This design comes from an exercise in tuning for a short achievable clock period and few clock cycles on the open sky130 flow, not from production work. The RTL was checked by simulation tests, not by an equivalence proof against the original design. Power is estimated from default activity; no workload was simulated.

## RISCV_TOP
module RISCV_TOP(RST ,CLK, imem_addr, imem_rdata, dmem_addr, dmem_wdata, dmem_we, dmem_rdata);
export LEC_CHECK = 0
export CAP_MARGIN = 40
export CELL_PAD_IN_SITES_DETAIL_PLACEMENT = 1
export CELL_PAD_IN_SITES_GLOBAL_PLACEMENT = 1
export CORE_MARGIN = 2
export CORE_UTILIZATION = 40
export GPL_ROUTABILITY_DRIVEN = 1
export PLACE_DENSITY = 0.5
export SLEW_MARGIN = 40
create_clock -name core_clock -period 15.0 [get_ports {CLK}]
standard.sh (not shown) runs the stock make flow with config.mk's settings and CLKGATE_MAP_FILE= SYNTH_SCRIPT=/design/flow/synth_recipe.tcl, a recipe that flattens the netlist after the stock synthesis.
==> flow/flow/run.sh <==
#!/bin/bash
# Standard ORFS layout with two changes to how it is made:
#  - the timing repair steps (floorplan, CTS and global route) aim for a setup
#    slack well above zero, so the design is optimised for a shorter clock
#    period than the constraint's;
#  - the port buffers are buf_4 cells instead of the delay buffer that
#    buffer_ports picks by default (every port still gets its buffer).
# The SDC and every other setting are the standard flow's own. Each step logs to its own
# file here; ORFS's own logs are under orfs/logs.
set -euo pipefail
export SETUP_SLACK_MARGIN=${SETUP_SLACK_MARGIN:-10.6}
export BUFFER_PORTS_ARGS="-buffer_cell sky130_fd_sc_hd__buf_4"
bash standard.sh synth      > synth.log 2>&1
bash standard.sh floorplan  > floorplan.log 2>&1
bash standard.sh place      > place.log 2>&1
bash standard.sh cts        > cts.log 2>&1
bash standard.sh route      > route.log 2>&1
bash standard.sh finish     > finish.log 2>&1
test -f out/final.def
Testbench counts at the start, summed over its fixed seeds: cycles 54,783.
==> next run, changes <==
--- a/flow/design.v
+++ b/flow/design.v
@@ -401,40 +401,48 @@
 wire f_fw2   = x_wr & (fi[24:20] == ir_x[11:7]);
 wire [31:0] imm_i = {{21{ir_x[31]}}, ir_x[30:20]};
 wire [31:0] imm_s = {{21{ir_x[31]}}, ir_x[30:25], ir_x[11:7]};
 wire [31:0] imm_u = {ir_x[31:12], 12'h000};
 wire [31:0] imm_m = st_x ? imm_s : imm_i;       
 wire [31:0] a = f1_x ? res_w : a_x;
 wire [31:0] b = f2_x ? res_w : b_x;
 wire stall = v_x & hz_x;
 wire go    = v_x & ~hz_x;
-wire [31:0] add_r = a + b;
-wire [31:0] sub_r = a - b;
+wire [31:0] add_xx = a_x + b_x;
+wire [31:0] add_wx = res_w + b_x;
+wire [31:0] add_xw = a_x + res_w;
+wire [31:0] sub_xx = a_x - b_x;
+wire [31:0] sub_wx = res_w - b_x;
+wire [31:0] sub_xw = a_x - res_w;
+wire [31:0] add_r  = f1_x ? (f2_x ? {res_w[30:0], 1'b0} : add_wx) : (f2_x ? add_xw : add_xx);
+wire [31:0] sub_r  = f1_x ? (f2_x ? 32'd0 : sub_wx) : (f2_x ? sub_xw : sub_xx);
 wire [31:0] add_ix = a_x   + imm_m;
 wire [31:0] add_iw = res_w + imm_m;
 wire [31:0] add_i  = f1_x ? add_iw : add_ix;
 wire        eq_xx  = (a_x == b_x);
 wire        eq_wx  = (res_w == b_x);
 wire        eq_xw  = (a_x == res_w);
 wire        lt_xx  = ($signed(a_x) < $signed(b_x));
 wire        lt_wx  = ($signed(res_w) < $signed(b_x));
 wire        lt_xw  = ($signed(a_x) < $signed(res_w));
 wire        ltu_xx = (a_x < b_x);
 wire        ltu_wx = (res_w < b_x);
 wire        ltu_xw = (a_x < res_w);
 wire        eq     = f1_x ? (f2_x ? 1'b1 : eq_wx)  : (f2_x ? eq_xw  : eq_xx);
 wire        lt     = f1_x ? (f2_x ? 1'b0 : lt_wx)  : (f2_x ? lt_xw  : lt_xx);
 wire        ltu    = f1_x ? (f2_x ? 1'b0 : ltu_wx) : (f2_x ? ltu_xw : ltu_xx);
-wire        lti   = ($signed(a) < $signed(imm_i));
-wire        ltiu  = (a < imm_i);
-wire [4:0]  sh    = sh_i ? ir_x[24:20] : b[4:0];
-wire [31:0] sll   = a << sh;
-wire [31:0] sr    = a >> sh;
+wire        lti   = f1_x ? ($signed(res_w) < $signed(imm_i)) : ($signed(a_x) < $signed(imm_i));
+wire        ltiu  = f1_x ? (res_w < imm_i) : (a_x < imm_i);
+wire [4:0]  sh_x  = sh_i ? ir_x[24:20] : b_x[4:0];
+wire        sh_w  = ~sh_i & f2_x;
+wire [4:0]  rw_sh = res_w[4:0];
+wire [31:0] sll   = f1_x ? (sh_w ? res_w << rw_sh : res_w << sh_x) : (sh_w ? a_x << rw_sh : a_x << sh_x);
+wire [31:0] sr    = f1_x ? (sh_w ? res_w >> rw_sh : res_w >> sh_x) : (sh_w ? a_x >> rw_sh : a_x >> sh_x);
 wire [31:0] lb    = lg_i ? imm_i : b;
 wire [31:0] tgt   = pc_x + timm_x;
 wire [31:0] link  = pc_x + 32'd4;
 wire [31:0] wb =
 	  ({32{r_add}}   & add_r)
 	| ({32{r_addi}}  & add_i)
 	| ({32{r_sub}}   & sub_r)
 	| ({32{r_sll}}   & sll)
 	| ({32{r_sr}}    & sr)
@@ -504,15 +512,14 @@
 	r_sr    <= f_alu & (f_f3 == 3'b101);
 	r_or    <= f_alu & (f_f3 == 3'b110);
 	r_and   <= f_alu & (f_f3 == 3'b111);
 	r_lui   <= f_lui;
 	r_auipc <= f_auipc;
 	r_link  <= f_jal | f_jalr;
 	sh_i    <= f_opi;
 	lg_i    <= f_opi;
 	res_w   <= wb;
-	if (go)
-		res_rf <= wb;
+	res_rf  <= go ? wb : 32'd0;
 	ma_m    <= add_i;
 	wd_m    <= b;
 end
 endmodule
=> Total power went down by a few percent. Synthesized area goes up by a few percent. Routed wire length rises by a few percent. Sequential share of layout area came out lower by 1.9 points. Global-route usage shrinks by 0.49 points. Setup slack gets better by 0.095 ns. Flip-flop and latch count does not change. Register-to-register slack improves by 0.09 ns. Sequential power shrinks by a few percent. Utilization fell by 0.50 points. Design area rose by a few percent. Via count went up by a little under a tenth.
Testbench counts after the change, summed over its fixed seeds: cycles 54,783.

## afterwards: timing with drivers on the ports
The results above use ideal ports. As a check the final layouts listed here were re-extracted and re-timed, cells and wires unchanged.
Step 1: set_driving_cell puts a clkbuf_16 on CLK and a buf_2 on each other input, an assumption about the parent block.
Step 2 times the ports against the registers' clock, not the clock port: input delays grow and output delays shrink by t, the midpoint of the rising clock arrivals with the driver on.
Slacks: ideal ports / drivers / drivers and shift; pairs: ideal ports / drivers.
run | t (ns) | setup slack, ns | hold WS [ns] | worst setup path after step 2 | slew at the worst register clock pin (ns)
the first run | 0.938 | 10.396 / 10.396 / 9.527 | 0.429 / 0.429 / 0.429 | input to register | 0.07 / 0.07
the second run | 0.948 | 10.491 / 10.441 / 9.571 | 0.432 / 0.432 / 0.432 | input to register | 0.07 / 0.07
After both steps setup and hold are still met in every run listed. The setup slack of the second run, which loses most, moves by -0.050 ns with the drivers and by -0.920 ns with both steps.
